This is an optimization exercise on Yosys and OpenROAD, whose aim is small area, not a production implementation. The RTL was checked by simulation tests, not by an equivalence proof against the original design. No activity file was given, so power comes from the tool's default toggle rates.

lagoon:
==> flow/design.v (excerpt) <==
module CO(clk, rst, en, I, Q, I_ro, Q_ro);
input clk, rst, en;
input [1:0] I;
input [1:0] Q;
output [13:0] I_ro;
output [13:0] Q_ro;
function [7:0] ADD; input [7:0] x; input [7:0] y; input ci;
  integer i; reg cy;
  begin
    cy = ci;
    for (i = 0; i < 8; i = i + 1) begin
      ADD[i] = x[i] ^ y[i] ^ cy;
      cy = (x[i] & y[i]) | (cy & (x[i] ^ y[i]));
    end
  end
endfunction
function [7:0] CNEG; input [7:0] x; input n;
  integer i; reg any;
  begin
    any = 1'b0;
    for (i = 0; i < 8; i = i + 1) begin
      CNEG[i] = x[i] ^ (n & any);
      any = any | x[i];
    end
  end
endfunction
function [7:0] MUL; input [1:0] k; input [5:0] s;
  MUL = ({8{k[1]}} & {1'b0, s, 1'b0}) | ({8{k[0]}} & {2'b0, s});
endfunction
reg [1:0] q;
reg p;
reg [6:0] xb;                
wire [6:0] x = ~xb;
reg [1:0] It, Qt;
integer j;
reg [6:0] xn;
reg cy;
always @(*) begin
  cy = 1'b1;
  for (j = 0; j < 7; j = j + 1) begin
    xn[j] = x[j] ^ cy;
    cy = cy & (x[j] ^ p);
  end
end
wire w = x[0] & (&(x[6:1] ^ {6{p}}));
always @(posedge clk or posedge rst) begin
  if (rst) begin
    q <= 2'd0;
    p <= 1'b0;
    xb <= 7'd0;
    It <= 2'd0;
    Qt <= 2'd0;
  end else begin
    q <= {q[1] ^ (q[0] & p & w), q[0] ^ (p & w)};
    p <= p ^ w;
    xb <= ~xn;
    It <= I;
    Qt <= Q;
  end
end
wire s = p & ~(|x);
wire [5:0] bt;
wire [4:0] st;
BIGT u_big(.a(x), .y(bt));
SMALLT u_small(.a(x), .y(st));
  ...
clock: 5.0 ns
lec_check: 0
abc_area: 1
cap_margin: 20
core_margin: 2
core_utilization: 40
slew_margin: 20
synth_memory_max_bits: 32768
standard.sh (not shown) runs the stock make flow with config.mk's settings and CLKGATE_MAP_FILE= SYNTH_SCRIPT=/design/flow/synth_recipe.tcl, a recipe that flattens the netlist after the stock synthesis.
==> flow/flow/run.sh <==
#!/bin/bash
# Own layout flow: the standard layout (standard.sh), with these changes:
#  - synthesis maps with an area-only ABC script (flow/abc_area.script) instead of
#    ORFS's, which sizes and buffers for speed; everything else in synthesis is
#    the standard script (synth_recipe.tcl), so the registers are the same;
#  - synthesis extracts no full-adder cells (ADDER_MAP_FILE empty): ABC maps the
#    adders as gates, whose carry chain is faster than the full-adder cell's;
#  - port buffering uses the smallest buffer cell (every port still gets one);
#  - clock tree synthesis takes its arguments from flow/cts_args.txt (no dummy
#    loads, small clock buffers);
#  - timing-driven global placement does not keep the buffers of its virtual
#    repair (GPL_KEEP_OVERFLOW 0); the later repair steps still run.
# ORFS writes each step's full log under orfs/logs; the make output of each
# standard.sh call goes to flow_synth.log and flow_finish.log here.
set -euo pipefail
W=$PWD
rm -rf "$W/myscripts"
cp -r "$FLOW_HOME/scripts" "$W/myscripts"
cp "$W/flow/abc_area.script" "$W/myscripts/abc_area.script"
export SCRIPTS_DIR="$W/myscripts"
export ADDER_MAP_FILE=
export GPL_KEEP_OVERFLOW=0
export BUFFER_PORTS_ARGS="-buffer_cell sky130_fd_sc_hd__buf_1"
if [[ -f "$W/flow/cts_args.txt" ]]; then
  CTS_ARGS="$(tr '\n' ' ' < "$W/flow/cts_args.txt")"
  export CTS_ARGS
fi
bash "$W/standard.sh" synth > "$W/flow_synth.log" 2>&1
bash "$W/standard.sh" finish > "$W/flow_finish.log" 2>&1
test -f "$W/out/final.def"
==> flow/flow/abc_area.script <==
strash
dch
amap
topo
==> flow/flow/cts_args.txt <==
-sink_clustering_enable -repair_clock_nets -buf_list sky130_fd_sc_hd__clkbuf_4 -dont_use_dummy_load
What harbor does differently from lagoon at the input level:
diff --git a/flow/flow/run.sh b/flow/flow/run.sh
--- a/flow/flow/run.sh
+++ b/flow/flow/run.sh
@@ -5,9 +5,5 @@
 #    the standard script (synth_recipe.tcl), so the registers are the same;
-#  - synthesis extracts no full-adder cells (ADDER_MAP_FILE empty): ABC maps the
-#    adders as gates, whose carry chain is faster than the full-adder cell's;
 #  - port buffering uses the smallest buffer cell (every port still gets one);
 #  - clock tree synthesis takes its arguments from flow/cts_args.txt (no dummy
-#    loads, small clock buffers);
-#  - timing-driven global placement does not keep the buffers of its virtual
-#    repair (GPL_KEEP_OVERFLOW 0); the later repair steps still run.
+#    loads, small clock buffers).
 # ORFS writes each step's full log under orfs/logs; the make output of each
@@ -20,4 +16,2 @@
 export SCRIPTS_DIR="$W/myscripts"
-export ADDER_MAP_FILE=
-export GPL_KEEP_OVERFLOW=0
 export BUFFER_PORTS_ARGS="-buffer_cell sky130_fd_sc_hd__buf_1"
==> flow/flow/abc_area.script <==
strash
dch
map -a
topo
Findings:
Re compound-cell area share of the yosys netlist: lagoon was higher than harbor. Re global-route usage: lagoon was higher than harbor. harbor finished every stage; the final checks, however, were not passed, the failures being negative setup slack. lagoon | status: complete | timing, DRC, antenna: pass. Between lagoon and harbor, setup slack of the worst register-to-register path is higher for lagoon, harbor comes in under that.
For quartz, these inputs were changed with respect to harbor:
diff --git a/flow/flow/run.sh b/flow/flow/run.sh
--- a/flow/flow/run.sh
+++ b/flow/flow/run.sh
@@ -5,2 +5,4 @@
 #    the standard script (synth_recipe.tcl), so the registers are the same;
+#  - synthesis extracts no full-adder cells (ADDER_MAP_FILE empty): ABC maps the
+#    adders as gates, whose carry chain is faster than the full-adder cell's;
 #  - port buffering uses the smallest buffer cell (every port still gets one);
@@ -16,2 +18,3 @@
 export SCRIPTS_DIR="$W/myscripts"
+export ADDER_MAP_FILE=
 export BUFFER_PORTS_ARGS="-buffer_cell sky130_fd_sc_hd__buf_1"
==> run summary <==
quartz reached the end of the flow, and the finished layout is clean on the timing, DRC and antenna checks.
Max-slew violation count: quartz vs harbor — no meaningful difference
harbor and quartz ended up with roughly the same clock power share.
Side by side, fmax turned out higher in quartz than in harbor.
Area fraction in compound gates after synthesis: quartz < harbor
In quartz, global-route usage is lower than in harbor.
Where static power due to leakage is concerned, harbor is outperformed by quartz.
Of quartz and harbor, it is quartz that has the lower final net count.
When quartz is set beside harbor, its area of the die turns out to be about 2% larger.
Compare harbor and quartz | ratio of final minimum period to clock period lower: quartz
Power consumed by the clock network (quartz over harbor): decrease, about 4%
Measured against each other, harbor and quartz differ in sequential share of layout area, the higher figure coming from quartz.
#### Input delta (maple over quartz)
- SETUP_SLACK_MARGIN now -0.3, previously not set
==> flow/flow/abc_area.script <==
strash
dch
amap
topo
Notes after the runs:
[maple vs quartz] area used by multi-input combinational logic: lower in maple
Summary of maple over quartz: total non-filler cell area in the finished layout shrank by about 13%, post-synthesis instance area decreased 190 um^2.
In maple, the internal power came out 0.042 mW below the value in quartz.
The run showing the smaller die height is maple.
Of quartz and maple, the run reporting the higher setup slack was maple.
met3 demand-to-capacity share in global routing sits higher in maple than in quartz.
The core of maple is less densely filled than that of quartz.
The post-route worst hold slack on quartz is in line with that on maple.
Inputs modified between maple and umber:
- CAP_MARGIN: 20 -> 0
- SLEW_MARGIN: 20 -> 0
- SETUP_SLACK_MARGIN: -0.3 -> -0.2
--- outcome ---
umber and maple ended up with nearly the same average detailed-routed wire length per instance. Compared with maple, in umber core utilization stayed essentially flat; total clock sinks stayed essentially flat.

========
The RTL this note starts from:
==> flow/design.v <==
module ROM_COS(clka, ena, addra, douta);
input clka, ena;
input [9:0] addra;
output [11:0] douta;
assign douta = 12'd0;
endmodule
module ROM_SINE(clka, ena, addra, douta);
input clka, ena;
input [9:0] addra;
output [11:0] douta;
assign douta = 12'd0;
endmodule
module NCO(clk, rst, en, ncos, nsin);
input clk, rst, en;
output [11:0] ncos, nsin;
assign ncos = 12'd0;
assign nsin = 12'd0;
endmodule
module CO(clk, rst, en, I, Q, I_ro, Q_ro);
input clk, rst, en;
input [1:0] I;
input [1:0] Q;
output [13:0] I_ro;
output [13:0] Q_ro;
function [7:0] ADD; input [7:0] x; input [7:0] y; input ci;
  integer i; reg cy;
  begin
    cy = ci;
    for (i = 0; i < 8; i = i + 1) begin
      ADD[i] = x[i] ^ y[i] ^ cy;
      cy = (x[i] & y[i]) | (cy & (x[i] ^ y[i]));
    end
  end
endfunction
function [7:0] CNEG; input [7:0] x; input n;
  integer i; reg any;
  begin
    any = 1'b0;
    for (i = 0; i < 8; i = i + 1) begin
      CNEG[i] = x[i] ^ (n & any);
      any = any | x[i];
    end
  end
endfunction
function [7:0] MUL; input [1:0] k; input [5:0] s;
  MUL = ({8{k[1]}} & {1'b0, s, 1'b0}) | ({8{k[0]}} & {2'b0, s});
endfunction
reg [1:0] q;
reg p;
reg [6:0] xb;                
wire [6:0] x = ~xb;
reg [1:0] It, Qt;
integer j;
reg [6:0] xn;
reg cy;
always @(*) begin
  cy = 1'b1;
  for (j = 0; j < 7; j = j + 1) begin
    xn[j] = x[j] ^ cy;
    cy = cy & (x[j] ^ p);
  end
end
wire w = x[0] & (&(x[6:1] ^ {6{p}}));
always @(posedge clk or posedge rst) begin
  if (rst) begin
    q <= 2'd0;
    p <= 1'b0;
    xb <= 7'd0;
    It <= 2'd0;
    Qt <= 2'd0;
  end else begin
    q <= {q[1] ^ (q[0] & p & w), q[0] ^ (p & w)};
    p <= p ^ w;
    xb <= ~xn;
    It <= I;
    Qt <= Q;
  end
end
wire s = p & ~(|x);
wire [5:0] bt;
wire [4:0] st;
BIGT u_big(.a(x), .y(bt));
SMALLT u_small(.a(x), .y(st));
wire [5:0] A = s ? 6'd28 : bt;
wire [5:0] B = s ? 6'd28 : {1'b0, st};
wire sw = p ^ q[0];
wire cneg = q[1] ^ q[0];
wire sneg = q[1];
wire [1:0] mi = {It[1] & ~It[0], It[0]};    
wire [1:0] mq = {Qt[1] & ~Qt[0], Qt[0]};    
wire ic = It[1] ^ cneg, is = It[1] ^ sneg;   
wire qc = Qt[1] ^ cneg, qs = Qt[1] ^ sneg;   
wire [1:0] ia = sw ? mq : mi;
wire [1:0] ib = sw ? mi : mq;
wire isa = sw ? ~qs : ic;
wire isb = sw ? ic : ~qs;
wire qsa = sw ? is : qc;
wire qsb = sw ? qc : is;
wire [5:0] fi = {isa, isa ^ isb, ib, ia};
wire [5:0] fq = {qsa, qsa ^ qsb, ia, ib};
wire [7:0] wi = ADD(MUL(fi[1:0], A), MUL(fi[3:2], B) ^ {8{fi[4]}}, fi[4]);
wire [7:0] wq = ADD(MUL(fq[1:0], A), MUL(fq[3:2], B) ^ {8{fq[4]}}, fq[4]);
reg [7:0] ir, qr;
reg ineg, qneg;
always @(posedge clk or posedge rst) begin
  if (rst) begin
    ir <= 8'd0;
    qr <= 8'd0;
    ineg <= 1'b0;
    qneg <= 1'b0;
  end else if (en) begin
    ir <= wi;
    qr <= wq;
    ineg <= fi[5];
    qneg <= fq[5];
  end
end
wire [7:0] ri = CNEG(ir, ineg);
wire [7:0] rq = CNEG(qr, qneg);
assign I_ro = {{6{ri[7]}}, ri};
assign Q_ro = {{6{rq[7]}}, rq};
endmodule
module BIGT(a, y);
  input [6:0] a;
  output [5:0] y;
  wire new_n14, new_n15, new_n16, new_n17, new_n18, new_n19, new_n20,
    new_n21, new_n22, new_n23, new_n24, new_n25, new_n26, new_n27, new_n28,
    new_n29, new_n30, new_n31, new_n32, new_n33, new_n34, new_n35, new_n36,
    new_n37, new_n38, new_n39, new_n40, new_n42, new_n43, new_n44, new_n45,
    new_n46, new_n47, new_n48, new_n50, new_n51, new_n52;
  assign new_n14 = ~a[0] & ~a[1];
  assign new_n15 = a[2] & ~new_n14;
  assign new_n16 = a[0] & a[1];
  assign new_n17 = ~a[1] & a[5];
  assign new_n18 = ~a[4] & ~new_n17;
  assign new_n19 = ~new_n16 & ~new_n18;
  assign new_n20 = new_n15 & ~new_n19;
  assign new_n21 = ~a[3] & ~new_n20;
  assign new_n22 = ~a[5] & ~new_n16;
  assign new_n23 = a[3] & new_n15;
  assign new_n24 = ~new_n22 & new_n23;
  assign new_n25 = ~new_n21 & ~new_n24;
  assign new_n26 = a[6] & ~new_n25;
  assign new_n27 = a[0] & a[6];
  assign new_n28 = ~a[1] & ~a[2];
  assign new_n29 = ~new_n27 & new_n28;
  assign new_n30 = a[3] & a[4];
  assign new_n31 = ~new_n29 & new_n30;
  assign new_n32 = a[5] & new_n31;
  assign new_n33 = ~new_n26 & ~new_n32;
  assign new_n34 = ~a[4] & ~new_n24;
  assign new_n35 = a[5] & ~new_n34;
  assign new_n36 = ~a[5] & new_n34;
  assign new_n37 = ~new_n35 & ~new_n36;
  assign new_n38 = a[6] & new_n37;
  assign new_n39 = ~a[5] & ~a[6];
  assign new_n40 = ~new_n31 & new_n39;
  assign y[2] = ~new_n38 & ~new_n40;
  assign new_n42 = new_n37 & y[2];
  assign new_n43 = new_n33 & ~new_n42;
  assign new_n44 = a[2] & ~a[3];
  assign new_n45 = ~new_n16 & ~new_n44;
  assign new_n46 = a[4] & a[5];
  assign new_n47 = ~new_n45 & new_n46;
  assign new_n48 = new_n26 & new_n47;
  assign y[0] = ~new_n43 & ~new_n48;
  assign new_n50 = new_n31 & ~new_n33;
  assign new_n51 = a[6] & new_n34;
  assign new_n52 = ~new_n40 & ~new_n51;
  assign y[1] = ~new_n50 & new_n52;
  assign y[4] = a[6] & new_n35;
  assign y[3] = new_n40 | y[4];
  assign y[5] = ~y[4];
endmodule
module SMALLT(a, y);
  input [6:0] a;
  output [4:0] y;
  wire new_n13, new_n14, new_n15, new_n16, new_n17, new_n18, new_n19,
    new_n20, new_n21, new_n22, new_n23, new_n24, new_n25, new_n26, new_n27,
    new_n28, new_n29, new_n30, new_n31, new_n32, new_n33, new_n34, new_n35,
    new_n36, new_n37, new_n38, new_n39, new_n40, new_n41, new_n42, new_n43,
    new_n44, new_n45, new_n46, new_n47, new_n49, new_n50, new_n51, new_n52,
    new_n53, new_n54, new_n55, new_n57, new_n58, new_n59, new_n60, new_n61,
    new_n62, new_n63, new_n65, new_n66, new_n67, new_n69;
  assign new_n13 = ~a[1] & a[4];
  assign new_n14 = ~a[0] & new_n13;
  assign new_n15 = a[3] & a[5];
  assign new_n16 = new_n14 & new_n15;
  assign new_n17 = a[0] & ~a[3];
  assign new_n18 = ~new_n13 & new_n17;
  assign new_n19 = ~a[1] & ~a[5];
  assign new_n20 = ~a[4] & ~new_n19;
  assign new_n21 = a[6] & ~new_n20;
  assign new_n22 = ~new_n18 & new_n21;
  assign new_n23 = ~new_n16 & ~new_n22;
  assign new_n24 = a[3] & ~a[5];
  assign new_n25 = a[2] & ~new_n24;
  assign new_n26 = new_n14 & ~new_n25;
  assign new_n27 = ~a[3] & a[5];
  assign new_n28 = ~a[2] & ~new_n27;
  assign new_n29 = ~new_n26 & ~new_n28;
  assign new_n30 = ~new_n23 & ~new_n29;
  assign new_n31 = ~a[5] & a[6];
  assign new_n32 = a[2] & ~new_n31;
  assign new_n33 = ~a[5] & ~a[6];
  assign new_n34 = ~a[4] & ~new_n28;
  assign new_n35 = ~new_n33 & ~new_n34;
  assign new_n36 = ~a[3] & a[6];
  assign new_n37 = ~a[0] & ~new_n36;
  assign new_n38 = a[1] & ~new_n37;
  assign new_n39 = ~new_n35 & new_n38;
  assign new_n40 = ~new_n32 & ~new_n39;
  assign new_n41 = ~a[4] & new_n36;
  assign new_n42 = a[5] & ~new_n41;
  assign new_n43 = a[0] & a[1];
  assign new_n44 = new_n32 & new_n43;
  assign new_n45 = ~new_n42 & new_n44;
  assign new_n46 = new_n23 & ~new_n45;
  assign new_n47 = ~new_n40 & new_n46;
  assign y[0] = new_n30 | new_n47;
  assign new_n49 = ~new_n30 & ~new_n45;
  assign new_n50 = a[5] & a[6];
  assign new_n51 = new_n49 & ~new_n50;
  assign new_n52 = ~new_n49 & new_n50;
  assign new_n53 = ~new_n51 & ~new_n52;
  assign new_n54 = ~a[3] & ~new_n53;
  assign new_n55 = a[3] & new_n53;
  assign y[1] = ~new_n54 & ~new_n55;
  assign new_n57 = a[3] & ~a[6];
  assign new_n58 = ~new_n36 & ~new_n57;
  assign new_n59 = ~new_n51 & ~new_n58;
  assign new_n60 = ~a[4] & ~new_n59;
  assign new_n61 = a[4] & ~new_n15;
  assign new_n62 = new_n59 & new_n61;
  assign new_n63 = ~new_n52 & ~new_n62;
  assign y[2] = ~new_n60 & new_n63;
  assign new_n65 = a[4] & new_n57;
  assign new_n66 = ~new_n41 & ~new_n65;
  assign new_n67 = ~new_n49 & ~new_n66;
  assign y[3] = new_n42 | new_n67;
  assign new_n69 = ~a[5] & new_n67;
  assign y[4] = a[6] & ~new_n69;
endmodule
Settings: LEC_CHECK=0, ABC_AREA=1, CAP_MARGIN=20, CORE_MARGIN=2, CORE_UTILIZATION=40, CTS_BUF_LIST=sky130_fd_sc_hd__clkbuf_4, SLEW_MARGIN=20, SYNTH_MEMORY_MAX_BITS=32768; clock period 5.0 ns.
==> flow/flow/run.sh <==
#!/bin/bash
# Own layout flow: the standard layout (standard.sh), with two changes:
#  - synthesis maps with an area-only ABC script (flow/abc_area.script) instead of
#    ORFS's, which sizes and buffers for speed; everything else in synthesis is
#    the standard script (synth_recipe.tcl), so the registers are the same;
#  - port buffering uses the smallest buffer cell.
# Each step's full output goes to logs under orfs/logs (ORFS's own logs) and to
# flow_*.log in the work folder.
set -euo pipefail
W=$PWD
rm -rf "$W/myscripts"
cp -r "$FLOW_HOME/scripts" "$W/myscripts"
cp "$W/flow/abc_area.script" "$W/myscripts/abc_area.script"
export SCRIPTS_DIR="$W/myscripts"
export BUFFER_PORTS_ARGS="-buffer_cell sky130_fd_sc_hd__buf_1"
bash "$W/standard.sh" synth > "$W/flow_synth.log" 2>&1
bash "$W/standard.sh" finish > "$W/flow_finish.log" 2>&1
test -f "$W/out/final.def"
==> flow/flow/abc_area.script <==
strash
dch
map -a
topo
Edit:
==> flow/flow/run.sh (replaced) <==
#!/bin/bash
# Own layout flow: the standard layout (standard.sh), with these changes:
#  - synthesis maps with an area-only ABC script (flow/abc_area.script) instead of
#    ORFS's, which sizes and buffers for speed; everything else in synthesis is
#    the standard script (synth_recipe.tcl), so the registers are the same;
#  - synthesis extracts no full-adder cells (ADDER_MAP_FILE empty): ABC maps the
#    adders as gates, whose carry chain is faster than the full-adder cell's;
#  - port buffering uses the smallest buffer cell (every port still gets one);
#  - clock tree synthesis takes its arguments from flow/cts_args.txt (no dummy
#    loads, small clock buffers).
# ORFS writes each step's full log under orfs/logs; the make output of each
# standard.sh call goes to flow_synth.log and flow_finish.log here.
set -euo pipefail
W=$PWD
rm -rf "$W/myscripts"
cp -r "$FLOW_HOME/scripts" "$W/myscripts"
cp "$W/flow/abc_area.script" "$W/myscripts/abc_area.script"
export SCRIPTS_DIR="$W/myscripts"
export ADDER_MAP_FILE=
export BUFFER_PORTS_ARGS="-buffer_cell sky130_fd_sc_hd__buf_1"
if [[ -f "$W/flow/cts_args.txt" ]]; then
  CTS_ARGS="$(tr '\n' ' ' < "$W/flow/cts_args.txt")"
  export CTS_ARGS
fi
bash "$W/standard.sh" synth > "$W/flow_synth.log" 2>&1
bash "$W/standard.sh" finish > "$W/flow_finish.log" 2>&1
test -f "$W/out/final.def"
==> flow/flow/cts_args.txt (new file) <==
-sink_clustering_enable -repair_clock_nets -buf_list sky130_fd_sc_hd__clkbuf_4 -dont_use_dummy_load
- CTS_BUF_LIST: sky130_fd_sc_hd__clkbuf_4 -> not set
=> Die area rises by 1.4%. Power falls by 7.0%. Routed wire length rises by 1.3%. Final cell count rises by 6.6%.

[port drivers added, routing unchanged]
The results above use ideal ports. As a check the final layouts listed here were re-extracted and re-timed, cells and wires unchanged. Step 1 (the two cells are an assumption about what drives the block):
set clk [get_ports {clk}]
set_driving_cell -lib_cell sky130_fd_sc_hd__clkbuf_16 $clk
set_driving_cell -lib_cell sky130_fd_sc_hd__buf_2 [delete_from_list [all_inputs] $clk]
Step 2 moves the port delays by t, midway between the first and last clock arrival at a register: inputs arrive t later, outputs are due t later. That takes back most of the time a late clock gives input paths. Slacks: ideal / step 1 / step 2; pairs: ideal / step 1.
| run | shift t [ns] | setup WS [ns] | clock arrival spread, ns | pins driven straight from the clock port |
|---|---|---|---|---|
| lagoon | 0.349 | 0.554 / 0.554 / 0.554 | 0.026 / 0.027 | 1 |
| harbor | 0.354 | -0.029 / -0.029 / -0.029 | 0.018 / 0.018 | 1 |
| quartz | 0.342 | 0.325 / 0.325 / 0.325 | 0.029 / 0.029 | 1 |
| maple | 0.353 | 0.438 / 0.438 / 0.438 | 0.025 / 0.025 | 1 |
| umber | 0.350 | 0.445 / 0.445 / 0.445 | 0.024 / 0.024 | 1 |
| the first run of note 2 | 0.361 | 0.290 / 0.290 / 0.290 | 0.003 / 0.002 | 1 |
| the second run of note 2 | 0.353 | 0.801 / 0.801 / 0.801 | 0.034 / 0.034 | 1 |
